This design comes from an exercise in tuning for small area, a short achievable clock period and few clock cycles per item on the open sky130 flow, not from production work. RTL that was checked went through simulation tests only; none was proved equivalent to the original. The flow treats the clock pin as an ideal source. Dropping or thinning the clock tree relies on that and would not hold on a real chip. Power is estimated from default activity; no workload was simulated.

==> flow/design.v <==
module apb_fifo (
    input  wire        clk,
    input  wire        rst,
    input  wire        psel,
    input  wire [3:0]  paddr,
    input  wire [31:0] pwdata,
    input  wire        penable,
    input  wire        pwrite,
    output wire [31:0] prdata,
    output wire        pready
);
reg [31:0] mem [0:15];    
reg [15:0] vld;           
reg [3:0]  cnt;           
reg [15:0] wsel;          
reg        rdy;           
reg [31:0] rdq;           
wire setup = psel & ~penable;
wire full  = (cnt == 4'd15);
wire empty = (cnt == 4'd0);
always @(posedge clk or negedge rst) begin
    if (!rst) begin
        cnt <= 4'd0;
        vld <= 16'b0;
    end else begin
        if (rdy & penable)
            cnt <= pwrite ? cnt + 4'd1 : cnt - 4'd1;
        if (penable)
            vld <= vld | wsel;
    end
end
reg [31:0] rq [0:3];
reg [3:0]  rv;
reg [31:0] rword;
integer i;
always @(*) begin
    for (i = 0; i < 4; i = i + 1) begin
        rq[i] = mem[4*i + paddr[1:0]];
        rv[i] = vld[4*i + paddr[1:0]];
    end
    rword = rq[paddr[3:2]] & {32{rv[paddr[3:2]]}};
end
always @(posedge clk) begin
    rdy  <= setup & (pwrite ? ~full : ~empty);
    wsel <= (setup & pwrite & ~full) ? (16'b1 << paddr) : 16'b0;
    for (i = 0; i < 16; i = i + 1)
        if (wsel[i] & penable)
            mem[i] <= pwdata;
    rdq <= rword;
end
assign prdata = rdq;
assign pready = rdy;
endmodule
clock: 5.0 ns
lec_check: 0
cap_margin: 20
core_margin: 2
core_utilization: 40
setup_slack_margin: 3.0
slew_margin: 20
tns_end_percent: 5
standard.sh (not shown) runs the stock make flow with config.mk's settings and CLKGATE_MAP_FILE= SYNTH_SCRIPT=/design/flow/synth_recipe.tcl, a recipe that flattens the netlist after the stock synthesis.
==> flow/flow/run.sh <==
#!/bin/bash
set -euo pipefail
here=$(pwd)
export CTS_ARGS="-sink_clustering_enable -repair_clock_nets -dont_use_dummy_load -sink_clustering_size 20 -sink_clustering_max_diameter 60"
export POST_CTS_TCL="$here/flow/post_cts.tcl"
bash standard.sh > "$here/standard.log" 2>&1
==> flow/flow/post_cts.tcl <==
proc drop_clock_root {} {
  set block [ord::get_db_block]
  set clknet [$block findNet clk]
  set roots {}
  foreach it [$clknet getITerms] { lappend roots [$it getInst] }
  if {[llength $roots] != 1} { puts "drop_clock_root: [llength $roots] roots, left alone"; return }
  set root [lindex $roots 0]
  set rnet [[$root findITerm X] getNet]
  set sinks {}
  foreach it [$rnet getITerms] { if {[$it isInputSignal]} { lappend sinks $it } }
  if {[llength $sinks] > 4} { puts "drop_clock_root: root drives [llength $sinks] pins, left alone"; return }
  foreach it $sinks { $it disconnect; $it connect $clknet }
  odb::dbInst_destroy $root
  odb::dbNet_destroy $rnet
  puts "drop_clock_root: clk now drives [llength [$clknet getITerms]] pins"
}

drop_clock_root
estimate_parasitics -placement
repair_timing_helper
detailed_placement
check_placement -verbose
report_clock_latency -clock [all_clocks]
report_worst_slack -max
Edit:
--- a/flow/design.v
+++ b/flow/design.v
@@ -28,18 +28,15 @@
         if (penable)
             vld <= vld | wsel;
     end
 end
-reg [31:0] rq [0:3];
-reg [3:0]  rv;
-reg [31:0] rword;
+wire [15:0] rsel = vld & (16'b1 << paddr);
+reg  [31:0] rword;
 integer i;
 always @(*) begin
-    for (i = 0; i < 4; i = i + 1) begin
-        rq[i] = mem[4*i + paddr[1:0]];
-        rv[i] = vld[4*i + paddr[1:0]];
-    end
-    rword = rq[paddr[3:2]] & {32{rv[paddr[3:2]]}};
+    rword = 32'b0;
+    for (i = 0; i < 16; i = i + 1)
+        rword = rword | ({32{rsel[i]}} & mem[i]);
 end
 always @(posedge clk) begin
     rdy  <= setup & (pwrite ? ~full : ~empty);
     wsel <= (setup & pwrite & ~full) ? (16'b1 << paddr) : 16'b0;
Critical path depth went up by 1; setup slack gains 160 ps; via count grows by 40%; wire length grows by 34%; area after synthesis went up by 2.8%; non-clock buffer count rose by 52; worst hold slack is better by 10 ps; design area came out higher by 8.2%; register-to-register slack loses 170 ps; clock-buffer cell count rose by 1; die area increases by 2.7%.
No run of this note included a check of the RTL's function; only the layout flow was run.

---

Setup of tundra:
RTL: the design.v shown in full above, as it stands there.
export LEC_CHECK = 0
export CAP_MARGIN = 20
export CORE_MARGIN = 2
export CORE_UTILIZATION = 55
export SETUP_SLACK_MARGIN = 3.0
export SLEW_MARGIN = 20
export TNS_END_PERCENT = 5
create_clock -name core_clock -period 5.0 [get_ports {clk}]
==> flow/flow/run.sh <==
#!/bin/bash
# Standard layout (bash standard.sh, all ORFS steps), with changes to clock
# tree synthesis and the timing repair that follows it:
#  - TritonCTS builds smaller sink clusters of clkbuf_8 and no dummy loads;
set -euo pipefail
here=$(pwd)
export CTS_ARGS="-sink_clustering_enable -repair_clock_nets -dont_use_dummy_load -sink_clustering_size 16 -sink_clustering_max_diameter 50 -buf_list sky130_fd_sc_hd__clkbuf_8"
export FLOW_REPAIR_STEPS="${FLOW_REPAIR_STEPS:-2.6 2.8 3.0 3.2}"
export POST_CTS_TCL="$here/flow/post_cts.tcl"
bash standard.sh > "$here/standard.log" 2>&1
==> flow/flow/post_cts.tcl <==
# Sourced by ORFS's cts.tcl after clock tree synthesis and its timing repair.

proc drop_clock_root {} {
  set block [ord::get_db_block]
  set clknet [$block findNet clk]
  set roots {}
  foreach it [$clknet getITerms] { lappend roots [$it getInst] }
  if {[llength $roots] != 1} { puts "drop_clock_root: [llength $roots] roots, left alone"; return }
  set root [lindex $roots 0]
  set rnet [[$root findITerm X] getNet]
  set sinks {}
  foreach it [$rnet getITerms] { if {[$it isInputSignal]} { lappend sinks $it } }
  if {[llength $sinks] > 4} { puts "drop_clock_root: root drives [llength $sinks] pins, left alone"; return }
  foreach it $sinks { $it disconnect; $it connect $clknet }
  odb::dbInst_destroy $root
  odb::dbNet_destroy $rnet
  puts "drop_clock_root: clk now drives [llength [$clknet getITerms]] pins"
}

# Port buffers that are delay cells become plain buffers.
proc plain_port_buffers {} {
  set buf [[ord::get_db] findMaster sky130_fd_sc_hd__buf_4]
  set n 0
  foreach inst [[ord::get_db_block] getInsts] {
    set m [[$inst getMaster] getName]
    if {[regexp {^(input|output)[0-9]+$} [$inst getName]] && [regexp {dly} $m]} {
      $inst swapMaster $buf
      incr n
    }
  }
  puts "plain_port_buffers: $n swapped"
}

drop_clock_root
set_dont_use {sky130_fd_sc_hd__dlygate* sky130_fd_sc_hd__clkdlybuf* sky130_fd_sc_hd__dlymetal*}
plain_port_buffers
detailed_placement
estimate_parasitics -placement
repair_design_helper
# Repair in steps of growing margin: one pass at the full margin gets stuck
# on paths that the smaller margins fix first.
foreach margin $::env(FLOW_REPAIR_STEPS) {
  repair_timing -setup_margin $margin -repair_tns 100 -verbose
}
detailed_placement
check_placement -verbose
estimate_parasitics -placement
report_clock_latency -clock [all_clocks]
report_worst_slack -max
diff inputs: tundra => ember
==> flow/design.v <==
module apb_fifo (
    input  wire        clk,
    input  wire        rst,
    input  wire        psel,
    input  wire [3:0]  paddr,
    input  wire [31:0] pwdata,
    input  wire        penable,
    input  wire        pwrite,
    output wire [31:0] prdata,
    output wire        pready
);
reg [31:0] mem [0:15];    
reg [15:0] vld;           
reg [3:0]  cnt;           
reg        wacc;          
reg [3:0]  wa;            
reg        rdy;           
reg [31:0] rdq;           
wire setup = psel & ~penable;
wire full  = (cnt == 4'd15);
wire empty = (cnt == 4'd0);
wire [15:0] we = {16{wacc & penable}} & (16'b1 << wa);
always @(posedge clk or negedge rst) begin
    if (!rst) begin
        cnt <= 4'd0;
        vld <= 16'b0;
    end else begin
        if (rdy & penable)
            cnt <= pwrite ? cnt + 4'd1 : cnt - 4'd1;
        vld <= vld | we;
    end
end
wire [15:0] rsel = vld & (16'b1 << paddr);
reg  [31:0] rword;
integer i;
always @(*) begin
    rword = 32'b0;
    for (i = 0; i < 16; i = i + 1)
        rword = rword | ({32{rsel[i]}} & mem[i]);
end
always @(posedge clk) begin
    rdy  <= setup & (pwrite ? ~full : ~empty);
    wacc <= setup & pwrite & ~full;
    wa   <= paddr;
    for (i = 0; i < 16; i = i + 1)
        if (we[i])
            mem[i] <= pwdata;
    rdq <= rword;
end
assign prdata = rdq;
assign pready = rdy;
endmodule
[summary]
ember does better than tundra on setup slack after placement.
ember gives more clock network power share than tundra did.
The master of the slowest instance on the critical path comes out sky130_fd_sc_hd__mux4_2 in one run and sky130_fd_sc_hd__and4_4 in the other, namely in tundra and ember respectively.
tundra → ember: setup slack increased 0.095 ns, design area grew by 1600 um^2.
Summary — worst supply voltage drop on vdd, ember relative to tundra: lower, by 0.013 mV.
Cmp ember vs tundra: number of standard cells in the final layout excluding fillers higher in ember
No functional check of the RTL was part of any run of this note.

---

apb_fifo, a different RTL version from the one above (not shown whole).
Size: about 1000 cells after synthesis, about 580 flip-flops, roughly 74 I/O pins, roughly 0.021 mm² of cells after synthesis.
==> module apb_fifo, before the edit <==
module apb_fifo (
    input  wire        clk,
    input  wire        rst,
    input  wire        psel,
    input  wire [3:0]  paddr,
    input  wire [31:0] pwdata,
    input  wire        penable,
    input  wire        pwrite,
    output wire [31:0] prdata,
    output wire        pready
);
reg [31:0] mem [0:15];    
reg [15:0] vld;           
reg [15:0] wsel;          
reg [3:0]  cnt;           
reg        rdy;           
reg [31:0] rdq;           
wire setup = psel & ~penable;
wire full  = (cnt == 4'd15);
wire empty = (cnt == 4'd0);
always @(posedge clk or negedge rst) begin
    if (!rst) begin
        rdy  <= 1'b0;
        wsel <= 16'b0;
        cnt  <= 4'd0;
        vld  <= 16'b0;
    end else begin
        rdy  <= setup & (pwrite ? ~full : ~empty);
        wsel <= (setup & pwrite & ~full) ? (16'b1 << paddr) : 16'b0;
        if (rdy)
            cnt <= pwrite ? cnt + 4'd1 : cnt - 4'd1;
        vld <= vld | wsel;
    end
end
wire [15:0] rsel = vld & (16'b1 << paddr);
wire [31:0] rword;
genvar b, k;
generate
    for (b = 0; b < 32; b = b + 1) begin : g_rbit
        wire [7:0] t;
        wire [1:0] u;
        for (k = 0; k < 8; k = k + 1) begin : g_pair
            apb_fifo_aoi22 u_aoi (.a1(rsel[2*k]), .a2(mem[2*k][b]),
                                  .b1(rsel[2*k+1]), .b2(mem[2*k+1][b]), .y(t[k]));
        end
        apb_fifo_nand4 u_n0 (.a(t[3:0]), .y(u[0]));
        apb_fifo_nand4 u_n1 (.a(t[7:4]), .y(u[1]));
        apb_fifo_or2   u_or (.a(u[0]), .b(u[1]), .y(rword[b]));
    end
endgenerate
integer i;
always @(posedge clk) begin
    for (i = 0; i < 16; i = i + 1)
        if (wsel[i])
            mem[i] <= pwdata;
    rdq <= rword;
end
assign prdata = rdq;
assign pready = rdy;
endmodule
clock: 5.0 ns
lec_check: 0
cap_margin: 20
core_margin: 2
core_utilization: 55
setup_slack_margin: 3.0
slew_margin: 20
synth_hierarchical: 1
synth_minimum_keep_size: 0
tns_end_percent: 5
==> flow/flow/run.sh <==
#!/bin/bash
# Standard layout (bash standard.sh, all ORFS steps), with changes to clock
# tree synthesis and the timing repair that follows it:
#  - TritonCTS builds smaller sink clusters of clkbuf_8 and no dummy loads;
set -euo pipefail
here=$(pwd)
export CTS_ARGS="-sink_clustering_enable -repair_clock_nets -dont_use_dummy_load -sink_clustering_size 16 -sink_clustering_max_diameter 50 -buf_list sky130_fd_sc_hd__clkbuf_8"
# ORFS's own repair after CTS is skipped: post_cts.tcl repairs in steps instead.
export SKIP_CTS_REPAIR_TIMING=1
export FLOW_REPAIR_STEPS="${FLOW_REPAIR_STEPS:-2.5 2.6 2.7 2.8 2.85 2.9 2.95 3.0 3.05 3.1 3.15 3.2}"
export FLOW_FALLBACK_STEPS="2.5 2.6 2.7 2.8 2.9"
export FLOW_DOWNSIZE="${FLOW_DOWNSIZE:-1}"
export POST_CTS_TCL="$here/flow/post_cts.tcl"
bash standard.sh > "$here/standard.log" 2>&1
Other scripts of this flow, unchanged in this note and not shown: flow/flow/post_cts.tcl, flow/flow/probe.tcl, flow/flow/procs.tcl
Testbench counts at the start, summed over its fixed seeds: cycles 6,400, transfers 3,200.
Change:
--- a/flow/design.v
+++ b/flow/design.v
@@ -28,7 +28,8 @@
         rdy  <= setup & (pwrite ? ~full : ~empty);
         wsel <= (setup & pwrite & ~full) ? (16'b1 << paddr) : 16'b0;
-        if (rdy)
+        if (rdy & penable)
             cnt <= pwrite ? cnt + 4'd1 : cnt - 4'd1;
-        vld <= vld | wsel;
+        if (penable)
+            vld <= vld | wsel;
     end
 end
@@ -52,5 +53,5 @@
 always @(posedge clk) begin
     for (i = 0; i < 16; i = i + 1)
-        if (wsel[i])
+        if (wsel[i] & penable)
             mem[i] <= pwdata;
     rdq <= rword;
=>
- The new run went through all stages and came out clean
- worst setup slack gets worse by 0.041 ns
- total power came out lower by 1.8%
- final cell count came out higher by 1.1%
- register-to-register slack gets better by 0.34 ns
- clock skew hardly moves
- global-route usage came out lower by 0.55 points
- design area hardly moves
- routed wire length came out lower by 0.58%
- die area came out higher by 0.60%
- core utilization came out lower by 0.26 points
- sequential share of layout area hardly moves
- fmax came out lower by 2.0%
Testbench counts after the change, summed over its fixed seeds: cycles 6,400, transfers 3,200.

==> port drivers added, routing unchanged <==
The results above use ideal ports. As a check the final layouts listed here were re-extracted and re-timed, cells and wires unchanged. Step 1 sets driving cells, clkbuf_16 on the clock port and buf_2 on the other inputs (assumed; they add their load-dependent delay and slew). Step 2, shift: input delay + t, output delay - t, t = (earliest + latest rising clock arrival at the registers) / 2. This alone moves slack from input paths to output paths. a / b / c = ideal / step 1 / step 2; a / b = the first two.
run | shift t [ns] | setup WS [ns] | worst hold slack (ns) | latest minus earliest clock arrival (ns)
the first run of note 1 | 0.479 | 2.773 / 2.662 / 2.184 | 0.461 / 0.461 / 0.461 | 0.080 / 0.079
the second run of note 1 | 0.489 | 2.933 / 2.892 / 2.403 | 0.471 / 0.471 / 0.471 | 0.058 / 0.057
tundra | 0.506 | 2.821 / 2.699 / 2.193 | 0.440 / 0.368 / 0.473 | 0.057 / 0.057
ember | 0.518 | 2.915 / 2.960 / 2.464 | 0.427 / 0.348 / 0.456 | 0.064 / 0.065
the first run of note 3 | 0.510 | 2.991 / 2.931 / 2.559 | 0.479 / 0.438 / 0.479 | 0.055 / 0.056
the second run of note 3 | 0.512 | 2.950 / 2.926 / 2.511 | 0.469 / 0.469 / 0.469 | 0.045 / 0.045
After both steps setup and hold are still met in every run listed. The setup slack of tundra, which loses most, moves by -0.122 ns with the drivers and by -0.628 ns with both steps.
